Context: an optimization exercise on an open-source flow, tuned for small area. The choices shown serve that exercise and are no tape-out recipe.
Only simulation tests tie the RTL to the original design; equivalence was not proved.
Power is estimated from default activity; no workload was simulated.

## L1_L2_Cache_System
module L1_L2_Cache_System (
  input clk, reset,
  input cpu_req, cpu_write,
  input [31:0] cpu_addr,
  input [31:0] cpu_write_data,
  output reg [31:0] cpu_read_data,
  output reg L1_hit, L1_miss,
  output reg L2_hit, L2_miss,
  output reg [31:0] L1_hit_count,
  output reg [31:0] L1_miss_count,
  output reg [31:0] L2_hit_count,
  output reg [31:0] L2_miss_count,
  output reg mem_req_to_main,
  output reg mem_write_to_main,
  output reg [31:0] mem_addr_to_main,
  output reg [31:0] mem_write_data_to_main,
  input [31:0] mem_read_data_from_main
);
Size in the first run: roughly 8600 cells after synthesis, about 4600 flip-flops, about 330 I/O pins, about 0.17 mm^2 of cells after synthesis.
==> module L1_L2_Cache_System, before the edit <==
module L1_L2_Cache_System (
  input clk, reset,
  input cpu_req, cpu_write,
  input [31:0] cpu_addr,
  input [31:0] cpu_write_data,
  output reg [31:0] cpu_read_data,
  output reg L1_hit, L1_miss,
  output reg L2_hit, L2_miss,
  output reg [31:0] L1_hit_count,
  output reg [31:0] L1_miss_count,
  output reg [31:0] L2_hit_count,
  output reg [31:0] L2_miss_count,
  output reg mem_req_to_main,
  output reg mem_write_to_main,
  output reg [31:0] mem_addr_to_main,
  output reg [31:0] mem_write_data_to_main,
  input [31:0] mem_read_data_from_main
);
  function [31:0] count_up(input [31:0] c, input en);
    reg [31:0] t;
    integer b;
    begin
      t[0] = 1'b1;
      for (b = 1; b < 32; b = b + 1)
        t[b] = t[b-1] & c[b-1];
      count_up = c ^ (t & {32{en}});
    end
  endfunction
  reg [26*64-1:0] l2_tag;    
  reg [32*64-1:0] l2_data;   
  reg [3*16-1:0]  l2_st;     
  reg [2*16-1:0]  l1_way;    
  reg [32*16-1:0] l1_data;
  reg [31:0]      l2_rd;     
  reg        p_req, p_write, p_hit;
  reg [1:0]  p_way;
  reg [31:0] p_addr, p_wdata;
  wire [3:0]  c_idx = cpu_addr[5:2];
  wire [25:0] c_tag = cpu_addr[31:6];
  wire [3:0]  p_idx = p_addr[5:2];
  wire [25:0] p_tag = p_addr[31:6];
  wire [15:0] c_sel = 16'd1 << c_idx;
  wire [15:0] p_sel = 16'd1 << p_idx;
  wire [3:0]  pw_sel = 4'd1 << p_way;
  wire [2:0] c_st = l2_st[c_idx*3 +: 3];
  wire [2:0] p_st = l2_st[p_idx*3 +: 3];
  wire [3:0] c_valid = {c_st[2],
                        c_st[2] | (c_st[1:0] == 2'd3),
                        c_st[2] | c_st[1],
                        c_st[2] | (c_st[1:0] != 2'd0)};
  wire [3:0] cmp;
  genvar w;
  generate
    for (w = 0; w < 4; w = w + 1) begin : g_cmp
      reg [25:0] t;
      integer k;
      always @* begin
        t = 26'd0;
        for (k = 0; k < 16; k = k + 1)
          t = t | (l2_tag[(k*4+w)*26 +: 26] & {26{c_sel[k]}});
      end
      assign cmp[w] = c_valid[w] && (t == c_tag);
    end
  endgenerate
  wire       p_miss = p_req & ~p_hit;
  wire       p_at   = p_req && (p_idx == c_idx);
  wire       same   = p_at && (p_tag == c_tag);
  wire [1:0] victim = p_st[1:0];
  wire       alloc_here = p_miss && (p_idx == c_idx);
  wire [3:0] kill   = alloc_here ? (4'b0001 << victim) : 4'b0000;
  wire [3:0] hitv   = cmp & ~kill;
  wire       new_hit = same & p_miss;
  wire       l2e_hit = new_hit | (|hitv);
  wire [1:0] l2e_way = new_hit ? victim : {hitv[3] | hitv[2], hitv[3] | hitv[1]};
  wire [1:0] c_l1way = l1_way[c_idx*2 +: 2];
  wire       l1hit   = p_at ? same : |(cmp & (4'd1 << c_l1way));
  wire       issue   = cpu_req & (cpu_write | ~l1hit);
  reg [31:0] l1_rdata;
  integer k1;
  always @* begin
    l1_rdata = 32'd0;
    for (k1 = 0; k1 < 16; k1 = k1 + 1)
      l1_rdata = l1_rdata | (l1_data[k1*32 +: 32] & {32{c_sel[k1]}});
  end
  always @(posedge clk or posedge reset) begin
    if (reset) begin
      L1_hit <= 1'b0;
      L1_miss <= 1'b0;
      L1_hit_count <= 32'd0;
      L1_miss_count <= 32'd0;
      cpu_read_data <= 32'd0;
      p_req <= 1'b0;
      p_write <= 1'b0;
    end else begin
      L1_hit <= cpu_req & l1hit;
      L1_miss <= cpu_req & ~l1hit;
      L1_hit_count <= count_up(L1_hit_count, cpu_req & l1hit);
      L1_miss_count <= count_up(L1_miss_count, cpu_req & ~l1hit);
      if (cpu_req & ~cpu_write)
        cpu_read_data <= l1hit ? l1_rdata : l2_rd;
      p_req <= issue;
      p_write <= cpu_req & cpu_write;
    end
  end
  always @(posedge clk) begin
    if (issue) begin
      p_addr <= {cpu_addr[31:2], l1hit ? cpu_addr[1:0] : 2'b00};
      p_hit <= l2e_hit;
      p_way <= l2e_way;
    end
  end
  always @(posedge clk or posedge reset)
    if (reset)
      p_wdata <= 32'd0;
    else if (cpu_req & cpu_write)
      p_wdata <= cpu_write_data;
  genvar i;
  generate
    for (i = 0; i < 16; i = i + 1) begin : g_l1
      always @(posedge clk)
        if (issue && c_idx == i)
          l1_data[i*32 +: 32] <= cpu_write ? cpu_write_data : l2_rd;
    end
  endgenerate
  wire [1:0] u = p_hit ? p_way : victim;
  wire       l2_issue = p_req & (p_write | ~p_hit);
  wire [31:0] l2_wdata = p_write ? p_wdata : mem_read_data_from_main;
  reg [31:0] l2_rdata;
  integer k2;
  always @* begin
    l2_rdata = 32'd0;
    for (k2 = 0; k2 < 64; k2 = k2 + 1)
      l2_rdata = l2_rdata | (l2_data[k2*32 +: 32] & {32{p_sel[k2/4] & pw_sel[k2%4]}});
  end
  always @(posedge clk or posedge reset) begin
    if (reset) begin
      L2_hit <= 1'b0;
      L2_miss <= 1'b0;
      L2_hit_count <= 32'd0;
      L2_miss_count <= 32'd0;
      mem_req_to_main <= 1'b0;
      mem_write_to_main <= 1'b0;
      mem_addr_to_main <= 32'd0;
      mem_write_data_to_main <= 32'd0;
      l2_rd <= 32'd0;
    end else begin
      L2_hit <= p_req & p_hit;
      L2_miss <= p_miss;
      L2_hit_count <= count_up(L2_hit_count, p_req & p_hit);
      L2_miss_count <= count_up(L2_miss_count, p_miss);
      mem_req_to_main <= l2_issue;
      mem_write_to_main <= p_write;
      if (l2_issue)
        mem_addr_to_main <= p_addr;
      mem_write_data_to_main <= p_wdata;
      if (p_req & ~p_write)
        l2_rd <= p_hit ? l2_rdata : mem_read_data_from_main;
    end
  end
  genvar s;
  generate
    for (s = 0; s < 16; s = s + 1) begin : g_set
      always @(posedge clk or posedge reset) begin
        if (reset)
          l2_st[s*3 +: 3] <= 3'd0;
        else
          l2_st[s*3 +: 3] <= l2_st[s*3 +: 3] ^ ({~l2_st[s*3+2] & l2_st[s*3+1] & l2_st[s*3], l2_st[s*3], 1'b1}
                                               & {3{p_miss & p_sel[s]}});
      end
      always @(posedge clk)
        if (p_req && p_idx == s)
          l1_way[s*2 +: 2] <= u;
      for (w = 0; w < 4; w = w + 1) begin : g_way
        always @(posedge clk)
          if (l2_issue && p_idx == s && u == w) begin
            l2_tag[(s*4+w)*26 +: 26] <= p_tag;
            l2_data[(s*4+w)*32 +: 32] <= l2_wdata;
          end
      end
    end
  endgenerate
endmodule
Settings: LEC_CHECK=0, CAP_MARGIN=20, CORE_MARGIN=2, CORE_UTILIZATION=62, CTS_BUF_LIST=sky130_fd_sc_hd__clkbuf_16, CTS_CLUSTER_DIAMETER=100, CTS_CLUSTER_SIZE=30, PLACE_DENSITY=0.72, SLEW_MARGIN=20; clock period 12.0 ns.
standard.sh (not shown) runs the stock make flow with config.mk's settings and CLKGATE_MAP_FILE= SYNTH_SCRIPT=/design/flow/synth_recipe.tcl, a recipe that flattens the netlist after the stock synthesis.
==> flow/flow/run.sh <==
#!/bin/bash
# Own layout flow: the standard flow (standard.sh, all steps) with two changes:
#  - Yosys's ABC technology mapping uses an area-oriented script (flow/abc_area.script, delay
#    relaxed) in place of ORFS's abc_speed.script; the rest of synthesis, and so every register's
#    name and cell type, is unchanged.
#  - the port buffers inserted by buffer_ports are sky130_fd_sc_hd__buf_1.
# Each tool's output is in ORFS's own logs (orfs/logs/...); make's output is in flow_make.log.
set -euo pipefail
W=$PWD
rm -rf "$W/scripts_own"
cp -r "$FLOW_HOME/scripts" "$W/scripts_own"
cp "$W/flow/abc_area.script" "$W/scripts_own/abc_speed.script"
export SCRIPTS_DIR="$W/scripts_own"
export BUFFER_PORTS_ARGS="-buffer_cell sky130_fd_sc_hd__buf_1"
bash "$W/standard.sh" > "$W/flow_make.log" 2>&1
==> flow/flow/abc_area.script <==
&get -n
&st
&dch -f
&nf -a -R 1000
&st
&dch -f
&nf -a -R 1000
&st
&dch -f
&nf -a -R 1000
&put
topo
Rerun with:
--- a/flow/design.v
+++ b/flow/design.v
@@ -109,12 +109,9 @@
       p_hit <= l2e_hit;
       p_way <= l2e_way;
     end
+    if (cpu_req & cpu_write)
+      p_wdata <= cpu_write_data;
   end
-  always @(posedge clk or posedge reset)
-    if (reset)
-      p_wdata <= 32'd0;
-    else if (cpu_req & cpu_write)
-      p_wdata <= cpu_write_data;
   genvar i;
   generate
     for (i = 0; i < 16; i = i + 1) begin : g_l1
@@ -153,7 +150,8 @@
       mem_write_to_main <= p_write;
       if (l2_issue)
         mem_addr_to_main <= p_addr;
-      mem_write_data_to_main <= p_wdata;
+      if (p_write)
+        mem_write_data_to_main <= p_wdata;
       if (p_req & ~p_write)
         l2_rd <= p_hit ? l2_rdata : mem_read_data_from_main;
     end
The changed run went through all stages and came out clean.
Worst setup slack got worse by 0.19 ns.
Non-clock buffer count falls by 6.
Worst hold slack gains 0.0072 ns.
Power shrinks by 0.33%.
Register-to-register slack got worse by 0.20 ns.
Area after synthesis hardly moves.
Die area is about the same.
Global-route usage went down by 0.19 points.
Utilization came out higher by 0.23 points.
Via count is about the same.
Sequential share of layout area fell by 0.16 points.
Design area came out higher by 0.33%.
Critical path depth climbs by 10.

## what the ideal ports hide
How much do the figures lean on ideal ports? The routed layouts below were timed once more, with nothing changed but the port constraints.
Step 1 sets driving cells, clkbuf_16 on the clock port and buf_2 on the other inputs (assumed; they add their load-dependent delay and slew).
Step 2 adds t to the input delays and takes it off the output delays; t is the mean of the earliest and latest rising clock arrival at the registers after step 1. Input paths then give back, and output paths get back, about the clock's delay inside the block.
Three values: no drivers, after step 1, after step 2; two values: the first two.
run	shift t [ns]	setup WS [ns]	hold slack, ns	clock arrival spread, ns	pins driven straight from the clock port
the first run	1.048	2.881 / 2.871 / 1.823	0.470 / 0.470 / 0.470	0.090 / 0.091	1
the second run	1.004	2.687 / 2.654 / 1.650	0.477 / 0.477 / 0.477	0.047 / 0.047	1
After both steps setup and hold are still met in every run listed. The setup slack of the first run, which loses most, moves by -0.010 ns with the drivers and by -1.058 ns with both steps.
